Context: an optimization exercise on an open-source flow, tuned for small area and a short achievable clock period. The choices shown serve that exercise and are no tape-out recipe. Function was checked by simulation only, so behaviour that the tests miss may differ from the original. The flow treats the clock pin as an ideal source, which a real chip does not have. Power and IR drop assume default switching activity.

## axis_master
module axis_master(
    input logic bk_start,
    input logic [31:0] bk_data,
    input logic [3:0] bk_tstrb,
    input logic [3:0] bk_tkeep,
    input logic [1:0] bk_tid,
    input logic [1:0] bk_user,
    output logic bk_nordy,
    output logic bk_done,
    input axi_aclk,
    input axi_aresetn,
    output logic axis_tvalid,
    output logic [31:0] axis_tdata,
    output logic [3:0] axis_tstrb,
    output logic [3:0] axis_tkeep,
    output logic axis_tlast,
    output logic [1:0] axis_tid,
    output logic [1:0] axis_tuser,
    input axis_tready
);
Size in the first run: ~1000 cells after synthesis, ~430 flip-flops, ~0.016 mm^2 of cells after synthesis.
==> flow/config.mk <==
export PLATFORM = sky130hd
export DESIGN_NAME = axis_master
export DESIGN_NICKNAME = axis_master
export VERILOG_FILES = /design/flow/design.v
export SDC_FILE = /design/flow/constraint.sdc
export NUM_CORES = 4
export LEC_CHECK = 0
export CAP_MARGIN = 20
export CORE_MARGIN = 2
export CORE_UTILIZATION = 40
export CTS_CLUSTER_DIAMETER = 120
export CTS_CLUSTER_SIZE = 25
export SETUP_SLACK_MARGIN = 2.9
export SLEW_MARGIN = 20
==> flow/constraint.sdc <==
create_clock -name core_clock -period 5.0 [get_ports {axi_aclk}]
set_input_delay 1.0000 -clock core_clock [delete_from_list [all_inputs] [get_ports {axi_aclk}]]
set_output_delay 1.0000 -clock core_clock [all_outputs]
set_load 0.01 [all_outputs]
standard.sh (not shown) runs the stock make flow with config.mk's settings and CLKGATE_MAP_FILE= SYNTH_SCRIPT=/design/flow/synth_recipe.tcl, a recipe that flattens the netlist after the stock synthesis.
==> flow/flow/run.sh <==
#!/bin/bash
# Standard ORFS layout, with one change to the clock tree: after CTS the root
# buffer between the clock port and the first level of clock buffers is
# removed, so the port drives those (two) buffers directly and every
# register's clock passes through two buffers instead of three. Each tool's
# output goes to a log file in this folder.
set -euo pipefail
R=orfs/results/sky130hd/axis_master/base
OPENROAD=$(command -v openroad || echo "$FLOW_HOME/../tools/install/OpenROAD/bin/openroad")
bash standard.sh cts > make_to_cts.log 2>&1
IN_ODB=$R/4_cts.odb OUT_ODB=$R/4_cts.odb "$OPENROAD" -no_init -exit flow/clkroot.tcl > clkroot.log 2>&1
bash standard.sh finish > make_finish.log 2>&1
==> flow/flow/clkroot.tcl <==
# Drive the first level of clock buffers straight from the clock port:
# remove the single root buffer CTS puts between the port and them, so the
# clock reaches every register through two buffers instead of three.
# Usage: openroad -exit clkroot.tcl with IN_ODB, OUT_ODB set.
read_db $::env(IN_ODB)
set block [ord::get_db_block]
set port_net [$block findNet axi_aclk]
set roots {}
foreach it [$port_net getITerms] {
  lappend roots [$it getInst]
}
if {[llength $roots] != 1} {
  puts "clkroot: port drives [llength $roots] cells, leaving the tree as it is"
} else {
  set root [lindex $roots 0]
  set rnet [[$root findITerm X] getNet]
  set loads {}
  foreach it [$rnet getITerms] {
    if {[$it isInputSignal]} { lappend loads $it }
  }
  if {[llength $loads] > 4} {
    puts "clkroot: root drives [llength $loads] pins, leaving the tree as it is"
  } else {
    foreach it $loads {
      $it disconnect
      $it connect $port_net
    }
    [$root findITerm A] disconnect
    [$root findITerm X] disconnect
    odb::dbInst_destroy $root
    odb::dbNet_destroy $rnet
    puts "clkroot: removed [$root getName]; port now drives [llength $loads] buffers"
  }
}
write_db $::env(OUT_ODB)
The first run completed without violations.
Then changed:
--- a/flow/flow/run.sh
+++ b/flow/flow/run.sh
@@ -6 +6,3 @@
-# output goes to a log file in this folder.
+# output goes to a log file in this folder. The port buffers are
+# sky130_fd_sc_hd__buf_1 instead of the default pick; timing repair resizes
+# them where needed.
@@ -10 +12 @@
-bash standard.sh cts > make_to_cts.log 2>&1
+bash standard.sh "BUFFER_PORTS_ARGS=-buffer_cell sky130_fd_sc_hd__buf_1" cts > make_to_cts.log 2>&1
@@ -12 +14 @@
-bash standard.sh finish > make_finish.log 2>&1
+bash standard.sh "BUFFER_PORTS_ARGS=-buffer_cell sky130_fd_sc_hd__buf_1" finish > make_finish.log 2>&1
Worst setup slack gets better by 0.026 ns.
Non-clock buffer count increases by 26.
Via count increases by about 1.4%.
Clock power stays flat.
Then changed:
--- a/flow/flow/run.sh
+++ b/flow/flow/run.sh
@@ -6,3 +6 @@
-# output goes to a log file in this folder. The port buffers are
-# sky130_fd_sc_hd__buf_1 instead of the default pick; timing repair resizes
-# them where needed.
+# output goes to a log file in this folder.
@@ -12 +10 @@
-bash standard.sh "BUFFER_PORTS_ARGS=-buffer_cell sky130_fd_sc_hd__buf_1" cts > make_to_cts.log 2>&1
+bash standard.sh cts > make_to_cts.log 2>&1
@@ -14 +12 @@
-bash standard.sh "BUFFER_PORTS_ARGS=-buffer_cell sky130_fd_sc_hd__buf_1" finish > make_finish.log 2>&1
+bash standard.sh finish > make_finish.log 2>&1
--- a/flow/config.mk
+++ b/flow/config.mk
@@ -13 +13 @@
-export SETUP_SLACK_MARGIN = 2.9
+export SETUP_SLACK_MARGIN = 2.8
Result: The new run completed with no timing, DRC or antenna violations. Area after synthesis does not change. Routed wire length came out lower slightly. Clock power stays flat. Power came out lower slightly. Global-route usage came out higher by 0.76 points. Non-clock buffer count came out lower by 13. Maximum frequency came out lower by a few percent. Setup slack got worse by 0.11 ns. Combinational power came out lower slightly.
Then changed:
==> flow/run.sh (new file) <==
#!/bin/bash
# synth_recipe.tcl (not shown) runs the flow's synth.tcl, then flattens the netlist and writes it again
# the make line also repeats each setting of config.mk as NAME=value (left out here)
make -C /OpenROAD-flow-scripts/flow DESIGN_CONFIG=/design/flow/config.mk WORK_HOME=/design/flow/orfs CLKGATE_MAP_FILE= SYNTH_SCRIPT=/design/flow/synth_recipe.tcl finish
--- a/flow/config.mk
+++ b/flow/config.mk
@@ -10,4 +10,2 @@
-export CORE_UTILIZATION = 40
-export CTS_CLUSTER_DIAMETER = 120
-export CTS_CLUSTER_SIZE = 25
-export SETUP_SLACK_MARGIN = 2.8
+export CORE_UTILIZATION = 60
+export SETUP_SLACK_MARGIN = 3.0
removed: flow/flow/run.sh
removed: flow/flow/clkroot.tcl
removed: flow/standard.sh
Sequential power went up by about 0.8%.
Total power went up by 20%.
Via count went up by 10%.
Non-clock buffer count went up by 30.
Clock skew went down by 0.0079 ns.
Combinational power went up by about 24%.
Setup slack improved by 0.031 ns.

## afterwards: timing with drivers on the ports
The flow's constraints put no driver on any port. The routed layouts listed below were extracted and timed again, unchanged, in two steps.
Step 1 sets driving cells, clkbuf_16 on the clock port and buf_2 on the other inputs (assumed; they add their load-dependent delay and slew).
Step 2 moves the port delays by t, midway between the first and last clock arrival at a register: inputs arrive t later, outputs are due t later. That takes back most of the time a late clock gives input paths.
a / b / c = ideal ports / drivers / drivers and shift; a / b = the first two.
| run | shift t [ns] | setup slack, ns | worst setup path at the end | clock arrival spread, ns |
|---|---|---|---|---|
| the first run | 0.459 | 2.890 / 2.864 / 2.434 | input to register | 0.021 / 0.022 |
| the second run | 0.469 | 2.916 / 2.882 / 2.478 | input to register | 0.024 / 0.024 |
| the third run | 0.464 | 2.809 / 2.830 / 2.380 | input to register | 0.028 / 0.028 |
| the fourth run | 0.583 | 2.840 / 2.792 / 2.295 | input to register | 0.026 / 0.026 |
After both steps every run listed still meets setup and hold. The setup slack of the fourth run, which loses most, moves by -0.048 ns with the drivers and by -0.545 ns with both steps.
